From an optimization exercise on the open Yosys and OpenROAD flow, aimed at small area, a short achievable clock period and few clock cycles per item; shortcuts taken in it are not production practice. Function was checked by simulation only, so behaviour that the tests miss may differ from the original.

==> inputs of v38 <==
## polar_decoder
module polar_decoder (
    input           clk,
    input           rst_n,
    input           module_en,
    output          proc_done,
    output  [ 10:0] raddr,
    input   [191:0] rdata,
    output  [  5:0] waddr,
    output  [139:0] wdata
);
export LEC_CHECK = 0
export CAP_MARGIN = 20
export CORE_MARGIN = 2
export CORE_UTILIZATION = 40
export SLEW_MARGIN = 20
create_clock -name core_clock -period 12.0 [get_ports {clk}]
run.sh (not shown) runs the stock make flow with config.mk's settings and CLKGATE_MAP_FILE= SYNTH_SCRIPT=/design/flow/synth_recipe.tcl, a recipe that flattens the netlist after the stock synthesis.
==> inputs of v18, as changes to v38 <==
- SETUP_SLACK_MARGIN: unset -> 4
==> notes <==
In synthesized area, v18 and v38 do not differ.
Against v38, the non-clock buffer count of v18 is lower by 6.
In v18 the register-to-register slack is better than in v38, by 40 ps.
Core utilization is about the same in v18 and v38.
Critical path depth: v18 is lower than v38 (1).
Cell count is about the same in v18 and v38.
Between v38 and v18, the lower hold slack is in v38 (gap 14 ps).
In sequential share of layout area, v18 and v38 hardly differ.
In via count, v18 and v38 hardly differ.
==> figures <==
metric	v38	v18
Largest net degree at the start of global routing	136	139
Share of final layout cell area taken by clock buffers and inverters	5.23%	5.38%
F_max	130 MHz	130 MHz
Clock-pin transition on the worst setup and hold timing paths	60 ps	70 ps
Initial DRC Count	13700	13800
Final standard cell utilization of the core	45.0%	45.0%
Count of filler cells inserted in the layout	26500	26300
Final min period	7710 ps	7670 ps
Final Net Count	13000	13000
Maximum net fanout on the critical path	89	112
Seq/total area	35.8%	35.8%
First-pass iteration count of the detailed router	10	12
Number of inserted diodes	34	26
Multi-input logic portion of the cell area	48.9%	48.9%
Master of the slowest instance on the critical path	a222oi_1	xnor2_1
DR WL met3	33.9 mm	35.7 mm
Smallest setup slack after layout	4290 ps	4330 ps
Result of the run	no timing/DRC/antenna violations	no timing/DRC/antenna violations
End point of the critical path	B4[6][7]	nz2r[1]
Final std cell area, no fill	0.125 sq mm	0.125 sq mm
Testbench counts of v38, summed over its fixed seeds: cycles 75,350, packets 864.
Testbench counts of v18, summed over its fixed seeds: cycles 75,350, packets 864.

---

==> inputs of branch quartz <==
Another version of the RTL of polar_decoder (not shown whole).
Design polar_decoder, start of the top module:
module polar_decoder (
    input           clk,
    input           rst_n,
    input           module_en,
    output          proc_done,
    output  [ 10:0] raddr,
    input   [191:0] rdata,
    output  [  5:0] waddr,
    output  [139:0] wdata
);
export LEC_CHECK = 0
export CAP_MARGIN = 20
export CORE_MARGIN = 2
export CORE_UTILIZATION = 40
export SETUP_SLACK_MARGIN = 5
export SLEW_MARGIN = 20
create_clock -name core_clock -period 12.0 [get_ports {clk}]
==> inputs of branch tundra, as changes to branch quartz <==
--- a/flow/design.v
+++ b/flow/design.v
@@ -555,22 +555,26 @@
         always @* nz5[gi] = |B5[gi];
     end endgenerate
     wire r1ok3 = m_l3 & ~actg & s_r1_8[pos[2:1]] & nozero3;
     wire r1ok4 = m_l4 & ~actg & s_r1_16[pos[2]] & (&nz4);
     wire r1ok5 = m_l5 & ~actg & s_r1_32 & (&nz5);
     wire r1ok = r1ok3 | r1ok4 | r1ok5;
     wire r1last = (lv == 3'd3) | ((lv == 3'd4) & (lstep == 2'd1)) | ((lv == 3'd5) & (lstep == 2'd3));
     wire [3:0] moreq = {1'b0, ~r0_32[3], ~(r0_32[3] & r0_32[2]), ~(r0_32[3] & r0_32[2] & r0_32[1])};
-    wire [10:0] nbase = moreq[q] ? cwbase : cwbase + 11'd33;
+    wire [10:0] nxb = cwbase + 11'd33;      
+    wire        nbn = ~moreq[q];              
     reg [2:0]  st_n;
     reg [6:0]  K_n, Kn_n, P_n;
     reg        knv_n, kf2_n, pcap_n;
     reg [5:0]  p_n;
-    reg [10:0] cwbase_n, raddr_n;
+    reg [10:0] cwbase_n;
+    reg [1:0]  rsel;          
+    reg        rabs;
+    reg [5:0]  roff;
     reg [1:0]  q_n;
     reg [3:0]  ts_n;
     reg [2:0]  lv_n, pos_n;
     reg        actg_n;
     reg [1:0]  lstep_n, blr_n, ul_n;
     reg        wd_clr_n, done_n, cwd1_n, dn1_n;
     reg        fin;           
     reg [2:0]  fs;            
@@ -580,87 +584,87 @@
     reg        alt, alt_n;        
     reg [3:0]  ccomb, cmask;  
     reg [4:0]  cw;            
     reg        cw_done;
     reg        go;
     reg [2:0]  k;
     always @* begin
         st_n = st; K_n = K; Kn_n = Kn; P_n = P; knv_n = knv; kf2_n = 1'b0; pcap_n = 1'b0;
-        p_n = p; cwbase_n = cwbase; raddr_n = raddr_r; q_n = q; ts_n = ts;
+        p_n = p; cwbase_n = cwbase; rsel = 2'd0; rabs = 1'b0; roff = 6'd0; q_n = q; ts_n = ts;
         lv_n = lv; pos_n = pos; actg_n = actg; lstep_n = lstep; blr_n = blr; ul_n = ul;
         alt_n = ~alt;
         wd_clr_n = cwd1; cwd1_n = 1'b0; dn1_n = dn1; done_n = 1'b0;
         fin = 1'b0; fs = 3'd2; leafu = 4'd0;
         oute = 1'b0; ccomb = 0; cmask = 0; cw = 0;
         cw_done = 1'b0; go = 1'b0; sym = 1'b0;
         case (st)
         ST_IDLE: begin
-            raddr_n = 11'd1;
+            rsel = 2'd1; rabs = 1'b1;
             if (module_en && !done) begin
                 K_n = rdata[16:10];
                 p_n = 6'd0;
                 cwbase_n = 11'd2;
                 knv_n = 1'b0;
                 wd_clr_n = 1'b1;
-                raddr_n = 11'd0;
+                rsel = 2'd1; rabs = 1'b0;
                 st_n = ST_P1;
             end
         end
         ST_P1: begin
             if (K == 7'd0) begin
                 st_n = ST_PZ;
             end else begin
                 st_n = ST_TOP; ts_n = 4'd0; q_n = firstq;
-                raddr_n = cwbase + 11'd2;
+                begin rsel = 2'd2; roff = 6'd2; end
                 pcap_n = 1'b1;
             end
         end
         ST_PZ: begin
             P_n = rdata[6:0];
             st_n = ST_CWZ;
         end
         ST_CWZ: begin
             cw_done = 1'b1;
         end
         ST_KF: begin
             if (kf2) begin
                 K_n = rdata[16:10];
                 if (zero_x) st_n = ST_CWZ;
                 else begin
                     st_n = ST_TOP; ts_n = 4'd0; q_n = firstq_x;
-                    raddr_n = cwbase + 11'd2;
+                    begin rsel = 2'd2; roff = 6'd2; end
                 end
             end else kf2_n = 1'b1;
         end
         ST_TOP: begin
             if (pcap) P_n = rdata[6:0];
             ts_n = ts + 4'd1;
             case (ts)
-            4'd0: raddr_n = cwbase + 11'd6;
-            4'd1: raddr_n = cwbase + 11'd0;
-            4'd2: raddr_n = cwbase + 11'd4;
-            4'd3: raddr_n = cwbase + 11'd3;
-            4'd4: raddr_n = cwbase + 11'd7;
-            4'd5: raddr_n = cwbase + 11'd1;
-            4'd6: raddr_n = cwbase + 11'd5;
-            4'd7: raddr_n = cwbase + 11'd32;     
+            4'd0: begin rsel = 2'd2; roff = 6'd6; end
+            4'd1: begin rsel = 2'd2; roff = 6'd0; end
+            4'd2: begin rsel = 2'd2; roff = 6'd4; end
+            4'd3: begin rsel = 2'd2; roff = 6'd3; end
+            4'd4: begin rsel = 2'd2; roff = 6'd7; end
+            4'd5: begin rsel = 2'd2; roff = 6'd1; end
+            4'd6: begin rsel = 2'd2; roff = 6'd5; end
+            4'd7: begin rsel = 2'd2; roff = 6'd32; end     
             default: ;
             endcase
             if (ts == 4'd9) begin
                 Kn_n = rdata[16:10];
                 knv_n = 1'b1;
             end
             if (ts == 4'd9) begin
-                raddr_n = nbase + 11'd2; alt_n = 1'b0;
+                rsel = {1'b1, nbn}; roff = 6'd2; alt_n = 1'b0;
                 st_n = ST_TREE; lv_n = 3'd5; pos_n = 3'd0; actg_n = 1'b0; lstep_n = 2'd0;
             end
         end
         ST_TREE: begin
-            raddr_n = alt ? nbase + 11'd2 : nbase + 11'd6;
+            rsel = {1'b1, nbn}; roff = alt ? 6'd2 : 6'd6;
             if (lv == 3'd2) begin
                 case (lstep)
                 2'd0: begin
                     if (caseL && caseR) begin
                         ul_n = {lu1, lu0};
                         blr_n = {lbl1, lbl0};
                         lstep_n = 2'd2;
                     end else begin
@@ -695,17 +699,17 @@
         end
         ST_DONE: begin
             dn1_n = 1'b1;
             if (dn1) begin
                 done_n = 1'b1;
                 st_n = ST_IDLE;
                 dn1_n = 1'b0;
             end
-            raddr_n = 11'd1;
+            rsel = 2'd1; rabs = 1'b1;
         end
         default: st_n = ST_IDLE;
         endcase
         if (fin) begin
             lstep_n = 2'd0;
         end
         if (fin && fs == 3'd2) oute = 1'b1;
         cmask = {~r0_32[{q[1], 1'b0}], ~s_r0_16[0], ~s_r0_8[{pos[2], 1'b0}], ~s_r0_4[{pos[2:1], 1'b0}]};
@@ -739,52 +743,54 @@
         go = go | (fin & (fs == 3'd5));
         if (go) begin
             if (q[0]) begin
                 ccomb[3] = 1'b1;
             end else if (!r0_32[{q[1], 1'b1}]) begin
                 cw[3] = 1'b1; go = 1'b0;
                 sym = ~q[1] | r0_64[0];
                 st_n = ST_TOP; ts_n = (alt | sym) ? 4'd2 : 4'd1; q_n = {q[1], 1'b1};
-                raddr_n = cwbase + ((alt | sym) ? 11'd0 : 11'd6);
+                begin rsel = 2'd2; roff = (alt | sym) ? 6'd0 : 6'd6; end
             end
         end
         if (go) begin
             if (!q[1] && !r0_64[1]) begin
                 cw[4] = 1'b1; go = 1'b0;
                 sym = r0_64[0];
                 st_n = ST_TOP; ts_n = (alt | sym) ? 4'd2 : 4'd1; q_n = r0_32[2] ? 2'd3 : 2'd2;
-                raddr_n = cwbase + ((alt | sym) ? 11'd0 : 11'd6);
+                begin rsel = 2'd2; roff = (alt | sym) ? 6'd0 : 6'd6; end
             end else begin
                 cw_done = 1'b1;
             end
         end
         if (cw_done) begin
             if (p == P - 7'd1) begin
                 st_n = ST_DONE;
             end else begin
                 p_n = p + 6'd1;
-                cwbase_n = cwbase + 11'd33;
+                cwbase_n = nxb;
                 cwd1_n = 1'b1;
                 knv_n = 1'b0;
                 if (knv) begin
                     K_n = Kn;
                     if (zero_x) st_n = ST_CWZ;
                     else begin
                         sym = 1'b1;
                         st_n = ST_TOP; ts_n = (st == ST_TREE) ? ((alt | sym) ? 4'd2 : 4'd1) : 4'd0; q_n = firstq_x;
-                        raddr_n = cwbase + 11'd33 + ((st == ST_TREE) ? ((alt | sym) ? 11'd0 : 11'd6) : 11'd2);
+                        begin rsel = 2'd3; roff = (st == ST_TREE) ? ((alt | sym) ? 6'd0 : 6'd6) : 6'd2; end
                     end
                 end else begin
                     st_n = ST_KF;
-                    raddr_n = cwbase + 11'd32;
+                    begin rsel = 2'd2; roff = 6'd32; end
                 end
             end
         end
     end
+    wire [10:0] raddr_n = (rsel == 2'd0) ? raddr_r : (rsel == 2'd1) ? {10'd0, rabs} :
+                          ((rsel[0] ? nxb : cwbase) + {5'd0, roff});
     wire [3:0] fzq_n = s_fz[{pos_n, 2'b00} +: 4];
     always @(posedge clk or negedge rst_n) begin
         if (!rst_n) begin
             alt <= 1'b0; fzq <= 4'd0;
             st <= ST_IDLE; K <= 0; Kn <= 0; P <= 0; knv <= 0; kf2 <= 0; pcap <= 0;
             p <= 0; cwbase <= 0; raddr_r <= 11'd1; q <= 0; ts <= 0;
             lv <= 0; pos <= 0; actg <= 0; lstep <= 0; blr <= 0; ul <= 0;
             wd_clr <= 0; done <= 0; waddr_r <= 0; cwd1 <= 0; dn1 <= 0; p_d <= 0;
@@ -795,21 +801,18 @@
             lv <= lv_n; pos <= pos_n; actg <= actg_n; lstep <= lstep_n; blr <= blr_n; ul <= ul_n;
             wd_clr <= wd_clr_n; done <= done_n; cwd1 <= cwd1_n; dn1 <= dn1_n;
             p_d <= p; waddr_r <= p_d; alt <= alt_n; fzq <= fzq_n;
             pv <= fin; pvo <= oute;
         end
     end
     wire tn = (st_n == ST_TOP);
     wire rn = (st_n == ST_TREE);
-    always @(posedge clk or negedge rst_n) begin
-        if (!rst_n) begin
-            s_b5lo <= 0; s_b4lo <= 0; m_topa <= 0; m_topb <= 0; m_l5 <= 0; m_l4 <= 0; m_l3 <= 0; m_l2 <= 0;
-            we5a <= 0; we5b <= 0; we4 <= 0;
-        end else begin
+    always @(posedge clk) begin
+        begin
             m_topa <= tn & ((ts_n == 4'd2) | (ts_n == 4'd4) | (ts_n == 4'd6) | (ts_n == 4'd8));
             m_topb <= tn & ((ts_n == 4'd5) | (ts_n == 4'd9));
             s_b5lo <= (tn & ((ts_n == 4'd5) | (ts_n == 4'd9))) | (rn & (lv_n == 3'd5));
             s_b4lo <= (tn & ((ts_n == 4'd5) | (ts_n == 4'd9))) | (rn & (lv_n == 3'd4));
             m_l5   <= rn & (lv_n == 3'd5);
             m_l4   <= rn & (lv_n == 3'd4);
             m_l3   <= rn & (lv_n == 3'd3);
             m_l2   <= rn & (lv_n == 3'd2);
==> flow/flow/run.sh (new file) <==
#!/bin/bash
set -euo pipefail
export SETUP_SLACK_MARGIN=6.5
bash standard.sh > standard.log 2>&1
==> flow/standard.sh (new file) <==
#!/bin/bash
# synth_recipe.tcl (not shown) runs the flow's synth.tcl, then flattens the netlist and writes it again
# the make line also repeats each setting of config.mk as NAME=value (left out here)
make -C /OpenROAD-flow-scripts/flow DESIGN_CONFIG=/design/flow/config.mk WORK_HOME=/design/flow/orfs CLKGATE_MAP_FILE= SYNTH_SCRIPT=/design/flow/synth_recipe.tcl "${@:-finish}"
Settings changed: CORE_UTILIZATION 40 to 50, CTS_CLUSTER_DIAMETER set to 100, CTS_CLUSTER_SIZE set to 20, SETUP_SLACK_MARGIN 5 to not set.
removed: flow/run.sh
==> inputs of branch sierra, as changes to branch quartz <==
--- a/flow/design.v
+++ b/flow/design.v
@@ -872,23 +872,23 @@
     wire w8  = pwv & pw[1];
     wire w16 = pwv & pw[2];
     wire w32 = pwv & pw[3];
     wire w64 = pwv & pw[4];
     assign PS4e  = w4  ? pb4  : PS4;
     assign PS8e  = w8  ? pb8  : PS8;
     assign PS16e = w16 ? pb16 : PS16;
     assign PS64e = w64 ? pb64 : PS64;
-    wire [15:0] win = {8'd0, poutc} << dec_idx[2:0];
-    wire [15:0] blk = 16'd1 << dec_idx[6:3];
+    wire [127:0] onehot = 128'd1 << dec_idx;
     reg  [126:0] wd_n;
     always @* begin
         for (i = 0; i < 127; i = i + 1) begin
-            wd_n[i] = wd[i] | (blk[i / 8] & win[i % 8]);
-            if (i >= 8) wd_n[i] = wd_n[i] | (blk[i / 8 - 1] & win[8 + i % 8]);
+            wd_n[i] = wd[i];
+            for (j = 0; j < 8; j = j + 1)
+                if (i >= j) wd_n[i] = wd_n[i] | (onehot[i-j] & poutc[j]);
         end
     end
     always @(posedge clk) begin
         if (wd_clr) begin
             wd <= 0;
             dec_idx <= 0;
         end else if (pvo) begin
             wd <= wd_n;
==> notes.md <==
status complete, no violations; fin crit period 6.912 ns; # rows 186; share of cells above drive strength 1 0.06860; Worst Setup Path Type input pin to flip-flop; Num CTS Buffers 183; P&R area growth vs syn 13.44%; most common cell after layout, fill and taps aside nand2_1; crit path max fanout 7; slowest stage delay, CP 0.83 ns; CP Capture Point F4[4]; Max Freq 144.7 MHz; Finished Layout Cells ~15,000; Netlist Area Pre-Place 0.1029 mm^2; DRT met1 WL 178,700 um; worst flop-to-flop path startpoint m_l3
Source of the figures above: branch quartz

==> notes.md <==
Netlist Area Pre-Place 0.1103 mm^2; Worst Setup Path Type flip-flop to flip-flop; status complete, no violations; DRT met1 WL 195,500 um; crit path max fanout 118; Max Freq 145.0 MHz; CP Capture Point praw[3]; # rows 192; P&R area growth vs syn 12.14%; most common cell after layout, fill and taps aside nand2_1; fin crit period 6.896 ns; Finished Layout Cells 15,852; slowest stage delay, CP 0.74 ns; Num CTS Buffers 186
Source of the figures above: branch sierra

==> notes.md <==
crit path max fanout 5; share of cells above drive strength 1 0.1802; CP Capture Point praw[3]; worst flop-to-flop path startpoint F2[1]; # rows 163; most common cell after layout, fill and taps aside edfxtp_1; Final Max Slew Viols 64; Worst Setup Path Type input pin to flip-flop; Finished Layout Cells approximately 14,000; status complete, but fails checks; fin crit period 6.046 ns; SO Viols slew limit
Source of the figures above: branch tundra

Testbench counts of branch quartz, summed over its fixed seeds: cycles 60,770, packets 864.
Testbench counts of branch tundra, summed over its fixed seeds: cycles 60,770, packets 864.
Testbench counts of branch sierra, summed over its fixed seeds: cycles 60,770, packets 864.

what the ideal ports hide:
Ports are ideal in the flow. The routed layouts listed here were re-timed in OpenROAD. Step 1 sets driving cells, clkbuf_16 on the clock port and buf_2 on the other inputs (assumed; they add their load-dependent delay and slew). Step 2 moves the port delays by t, midway between the first and last clock arrival at a register: inputs arrive t later, outputs are due t later. That takes back most of the time a late clock gives input paths. a / b / c = no drivers / after step 1 / after step 2; a / b = the first two.
run | t (ns) | setup slack, ns | hold WS [ns] | worst setup path after step 2 | pins driven straight from the clock port
v38 | 0.986 | 4.290 / 4.290 / 4.290 | 0.329 / 0.329 / 0.329 | register to register | 1
v18 | 0.978 | 4.329 / 4.329 / 4.329 | 0.343 / 0.343 / 0.343 | register to register | 1
branch quartz | 0.948 | 5.088 / 5.103 / 4.155 | 0.329 / 0.329 / 0.329 | input to register | 1
branch tundra | 0.891 | 5.954 / 6.014 / 5.146 | 0.352 / 0.352 / 0.352 | input to register | 1
branch sierra | 1.011 | 5.104 / 5.104 / 4.176 | 0.347 / 0.347 / 0.347 | input to register | 1
For branch quartz, which loses most, drivers alone change the setup slack by +0.015 ns; drivers and shift together by -0.933 ns.
